Background: an optimization exercise with open tools, aiming at small area. Do not read the settings as production practice. The RTL was checked by simulation tests, not by an equivalence proof against the original design.

old:
Design LCD_WATCH, start of the top module:
module LCD_WATCH(
RESETN,CLK,LCD_E,LCD_RS,LCD_RW,LCD_DATA,
COUNT_U,COUNT_D,COUNT,U,D,
OPTION,SW_A,ALARM,TIMER_END,ALR_ONOFF,SW_T,W_SELECT,P_1,P_1_2,P_2,SW_S);
input RESETN,CLK;
input COUNT_U,COUNT_D,U,D;
input [3:0]OPTION;
input SW_A,SW_T,SW_S;
input W_SELECT;
input [1:0]P_1;
input [1:0]P_1_2,P_2;
output LCD_E,LCD_RS,LCD_RW;
output [7:0] LCD_DATA;
output [3:0] COUNT;
output ALARM,TIMER_END;
output ALR_ONOFF;
reg LCD_RS;
reg [7:0] LCD_DATA;
reg u_l, u_e, d_l, d_e, cu_l, cu_e, cd_l, cd_e;
reg a_l, a_e, t_l, t_e, w_l, w_e;
reg [1:0] p1_l, p12_l, p2_l;
reg g1_inc, g2a_inc, g2b_inc;
always @(posedge CLK)
begin
	u_l <= U;        u_e <= U & ~u_l;
	d_l <= D;        d_e <= D & ~d_l;
	cu_l <= COUNT_U; cu_e <= COUNT_U & ~cu_l;
	cd_l <= COUNT_D; cd_e <= COUNT_D & ~cd_l;
	a_l <= SW_A;     a_e <= SW_A & ~a_l;
	t_l <= SW_T;     t_e <= SW_T & ~t_l;
	w_l <= W_SELECT; w_e <= W_SELECT & ~w_l;
	p1_l <= P_1;     g1_inc  <= |(P_1 & ~p1_l);
	p12_l <= P_1_2;  g2a_inc <= |(P_1_2 & ~p12_l);
	p2_l <= P_2;     g2b_inc <= |(P_2 & ~p2_l);
end
wire o0 = (OPTION == 4'd0);
wire o1 = (OPTION == 4'd1);
wire o2 = (OPTION == 4'd2);
wire o3 = (OPTION == 4'd3);
wire o6 = (OPTION == 4'd6);
wire o7 = (OPTION == 4'd7);
reg [1:0] cnt;
assign COUNT = {2'b00, cnt};
always @(negedge RESETN or posedge CLK)
	if (!RESETN) cnt <= 2'd0;
	else if (cu_e & ~cd_e) cnt <= cnt + 2'd1;
	else if (~cu_e & cd_e) cnt <= cnt - 2'd1;
wire cs1 = (cnt == 2'd1);
wire cs2 = (cnt == 2'd2);
wire cs3 = (cnt == 2'd3);
reg [4:0] u10;
reg [6:0] q100;
reg [5:0] sec, min;
reg [4:0] hour;
wire u_is9 = u10[4] & ~u10[3];
wire tick = u_is9 & (q100 == 7'h4B);
wire sec59 = (sec == 6'd59);
wire min59 = (min == 6'd59);
always @(negedge RESETN or posedge CLK)
	if (!RESETN) begin u10 <= 5'd0; q100 <= 7'd0; end
	else begin
		u10 <= {u10[3:0], ~u10[4]};
		if (u_is9) q100 <= (q100 == 7'h4B) ? 7'd0 : {q100[5:0], q100[6] ~^ q100[5]};
	end
wire s_up = tick | (u_e & cs1 & o0);
wire s_dn = d_e & cs1 & o0;
wire m_up = (tick & sec59) | (u_e & cs2 & o0);
  ...
==> flow/config.mk <==
export PLATFORM = sky130hd
export DESIGN_NAME = LCD_WATCH
export DESIGN_NICKNAME = LCD_WATCH
export VERILOG_FILES = /design/flow/design.v
export SDC_FILE = /design/flow/constraint.sdc
export NUM_CORES = 4
export LEC_CHECK = 0
export ABC_AREA = 1
export CAP_MARGIN = 20
export CORE_MARGIN = 2
export CORE_UTILIZATION = 40
export SLEW_MARGIN = 20
==> flow/constraint.sdc <==
create_clock -name core_clock -period 10.0 [get_ports {CLK}]
set_input_delay 2.0000 -clock core_clock [delete_from_list [all_inputs] [get_ports {CLK}]]
set_output_delay 2.0000 -clock core_clock [all_outputs]
set_load 0.01 [all_outputs]
standard.sh (not shown) runs the stock make flow with config.mk's settings and CLKGATE_MAP_FILE= SYNTH_SCRIPT=/design/flow/synth_recipe.tcl, a recipe that flattens the netlist after the stock synthesis.
==> flow/flow/run.sh <==
#!/bin/bash
# Layout flow. 1) the standard synthesis (standard.sh synth), with Yosys's adder
# extraction off (ADDER_MAP_FILE empty). 2) The combinational logic of that netlist is
# re-mapped with a stronger ABC script (flow/remap.ys, flow/deep.abc); every register
# keeps its cell and name. 3) the standard layout (standard.sh) on that netlist,
# with clock-tree synthesis told not to add dummy loads.
# Each tool's full output goes to its own log file in this folder.
set -euo pipefail
W=$PWD
LIB=$FLOW_HOME/platforms/sky130hd/lib/sky130_fd_sc_hd__tt_025C_1v80.lib
bash standard.sh ADDER_MAP_FILE= synth > synth_std.log 2>&1
cp orfs/results/sky130hd/LCD_WATCH/base/1_2_yosys.v synth_std.v
sed "s|LIBFILE|$LIB|g" flow/remap.ys > remap_run.ys
yosys -s remap_run.ys > remap.log 2>&1
mv orfs orfs_std
bash standard.sh ADDER_MAP_FILE= SYNTH_NETLIST_FILES=$W/synth_remap.v \
  "CTS_ARGS=-sink_clustering_enable -repair_clock_nets -dont_use_dummy_load" finish > layout.log 2>&1
Other scripts of this flow, unchanged in this note and not shown: flow/flow/deep.abc, flow/flow/remap.ys
Both conditions hold for old: the flow ran to the end and the final layout passed the timing, design-rule and antenna checks.
## Diff of input files: new against old
--- a/flow/design.v
+++ b/flow/design.v
@@ -216,38 +216,42 @@
 				else if (g1_le5000) begin
 					g1s <= (lvl == 3'd5) ? 2'd0 : 2'd1;
 					lvl <= lvl + 3'd1;
 					g1_s <= 0; g1_ms <= 0;
 				end else begin
 					g1s <= 2'd2; lvl <= 3'd1; g1_s <= 0; g1_ms <= 0;
 				end
 			end else begin
 				lvl <= 3'd1; g1_s <= 0; g1_ms <= 0; g1s <= 2'd3;
 			end
 		endcase
 	end
+reg g2_c1;           
+wire g1_act = ~g1_c1_zero & o6;
+wire g2_act = g2_c1 & o7;
 always @(negedge RESETN or posedge CLK)
 	if (!RESETN) g1_p <= 0;
-	else if (g1_c1_zero) g1_p <= 0;
-	else if (g1_inc) g1_p <= g1_p + 6'd1;
+	else if (g1_act) begin if (g1_inc) g1_p <= g1_p + 6'd1; end
+	else if (g2_act) begin if (g2a_inc) g1_p <= g1_p + 6'd1; end
+	else g1_p <= 0;
 always @(negedge RESETN or posedge CLK)
 	if (!RESETN) g1_cd <= 0;
 	else if (g1s == 2'd1 || g1_ms999 || g1_zero || g1_s >= 3'd5) g1_cd <= 0;
 	else g1_cd <= 3'd5 - g1_s;
 wire [1:0] g1_c2d = (g1_ms999 || g1_zero || g1_s >= 3'd3) ? 2'd0 : 2'd3 - g1_s[1:0];
 reg [1:0] g2s;
-reg g2_c1;
 reg [1:0] g2_s;
 reg [9:0] g2_ms;
-reg [5:0] g2_p1, g2_p2;
+reg [5:0] g2_p2;
+wire [5:0] g2_p1 = g1_p;
 reg [2:0] g2_loc;
 reg [1:0] g2_cd;
 wire g2_ms0 = (g2_ms == 10'd0);
 wire g2_ms999 = (g2_ms == 10'h2B2);
 wire g2_le3000 = (g2_s != 2'd3) | g2_ms0;
 wire [3:0] g2_d = g2_p1[3:0] - g2_p2[3:0];
 wire g2_out = (g2_d == 4'b1000);
 wire g2_end = (g2_p1 == 6'd63) | (g2_p2 == 6'd63);
 reg [2:0] g2_map;
 always @(*)
 begin
 	case (g2_d)
@@ -274,30 +278,27 @@
 		          g2_s <= 0; g2_ms <= 0; g2s <= 2'd1; g2_loc <= 3'd3;
 		      end
 		2'd1: begin
 		          g2_c1 <= 1'b1;
 		          if (g2_end) begin g2_loc <= 3'd3; g2s <= 2'd2; g2_c1 <= 1'b0; end
 		          else if (g2_out) begin g2_loc <= 3'd3; g2s <= 2'd2; end
 		          else g2_loc <= g2_map;
 		      end
 		default: begin g2_c1 <= 0; g2s <= 0; g2_loc <= 3'd3; end
 		endcase
 	end
 always @(negedge RESETN or posedge CLK)
-	if (!RESETN) begin g2_p1 <= 0; g2_p2 <= 0; end
-	else if (!g2_c1) begin g2_p1 <= 0; g2_p2 <= 0; end
-	else begin
-		if (g2a_inc) g2_p1 <= g2_p1 + 6'd1;
-		if (g2b_inc) g2_p2 <= g2_p2 + 6'd1;
-	end
+	if (!RESETN) g2_p2 <= 0;
+	else if (!g2_c1) g2_p2 <= 0;
+	else if (g2b_inc) g2_p2 <= g2_p2 + 6'd1;
 always @(negedge RESETN or posedge CLK)
 	if (!RESETN) g2_cd <= 0;
 	else if (g2_ms999 || (g2_s == 2'd0 && g2_ms0) || g2_s == 2'd3) g2_cd <= 0;
 	else g2_cd <= 2'd3 - g2_s;
 assign LCD_E = u10[4];
 wire en = ~u10[4] & u10[3];
 parameter DELAY = 3'd0, FUNCTION_SET = 3'd1, ENTRY_MODE = 3'd2, DISP_ONOFF = 3'd3, LINE1 = 3'd4, LINE2 = 3'd5;
 reg [2:0] st;
 reg [6:0] lc2;
 wire [6:0] c2lim = (st == DELAY) ? 7'd70 : (st == LINE1 || st == LINE2) ? 7'd20 : 7'd30;
 wire c2end = (lc2 == c2lim);
 always @(negedge RESETN or posedge CLK)
--- outcome ---
As far as number of cells on the worst hold path goes, new and old are indistinguishable; the numbers are identical. Lower share of cells above drive strength 1 among old and new: old. Status: data arrival time of the critical path parity (old, new). Comparing the two runs side by side, new comes out ahead of old on netlist area before placement. Comparing old and new, the higher maximum frequency is on old. Run comparison: old worst setup path startpoint OPTION[1]; new worst setup path startpoint OPTION[0]. Across both runs, length in cells of the worst reg-to-reg path was lower for new than for old. Between old and new, the setup slack is lower for new. Summary — instance area at placement, new relative to old: lower, by 1.9%. | minimum clock period after layout | new vs old | worse |. Delta (new minus old): chip height shrank by about 1.1%; synthesized cell count shrank by 64; worst hold margin held steady; detailed-route wire length shrank by about 9%.

[afterwards: timing with drivers on the ports]
In the flow no input, the clock included, has a driving cell. The finished layouts below were timed again as built, in two steps. Step 1: set_driving_cell puts a clkbuf_16 on CLK and a buf_2 on each other input, an assumption about the parent block. Step 2, shift: input delay + t, output delay - t, t = (earliest + latest rising clock arrival at the registers) / 2. This alone moves slack from input paths to output paths. Three values: ideal ports, drivers, drivers and shift; two values: the first two.
| run | shift t [ns] | setup slack, ns | hold WS [ns] | worst data-port slew with drivers (ns) | pins driven straight from the clock port |
|---|---|---|---|---|---|
| old | 0.580 | 3.046 / 3.058 / 2.478 | 0.352 / 0.352 / 0.352 | 0.08 | 1 |
| new | 0.564 | 3.019 / 3.043 / 2.480 | 0.349 / 0.349 / 0.349 | 0.03 | 1 |
After both steps setup and hold are still met in every run listed. The setup slack of old, which loses most, moves by +0.012 ns with the drivers and by -0.568 ns with both steps.
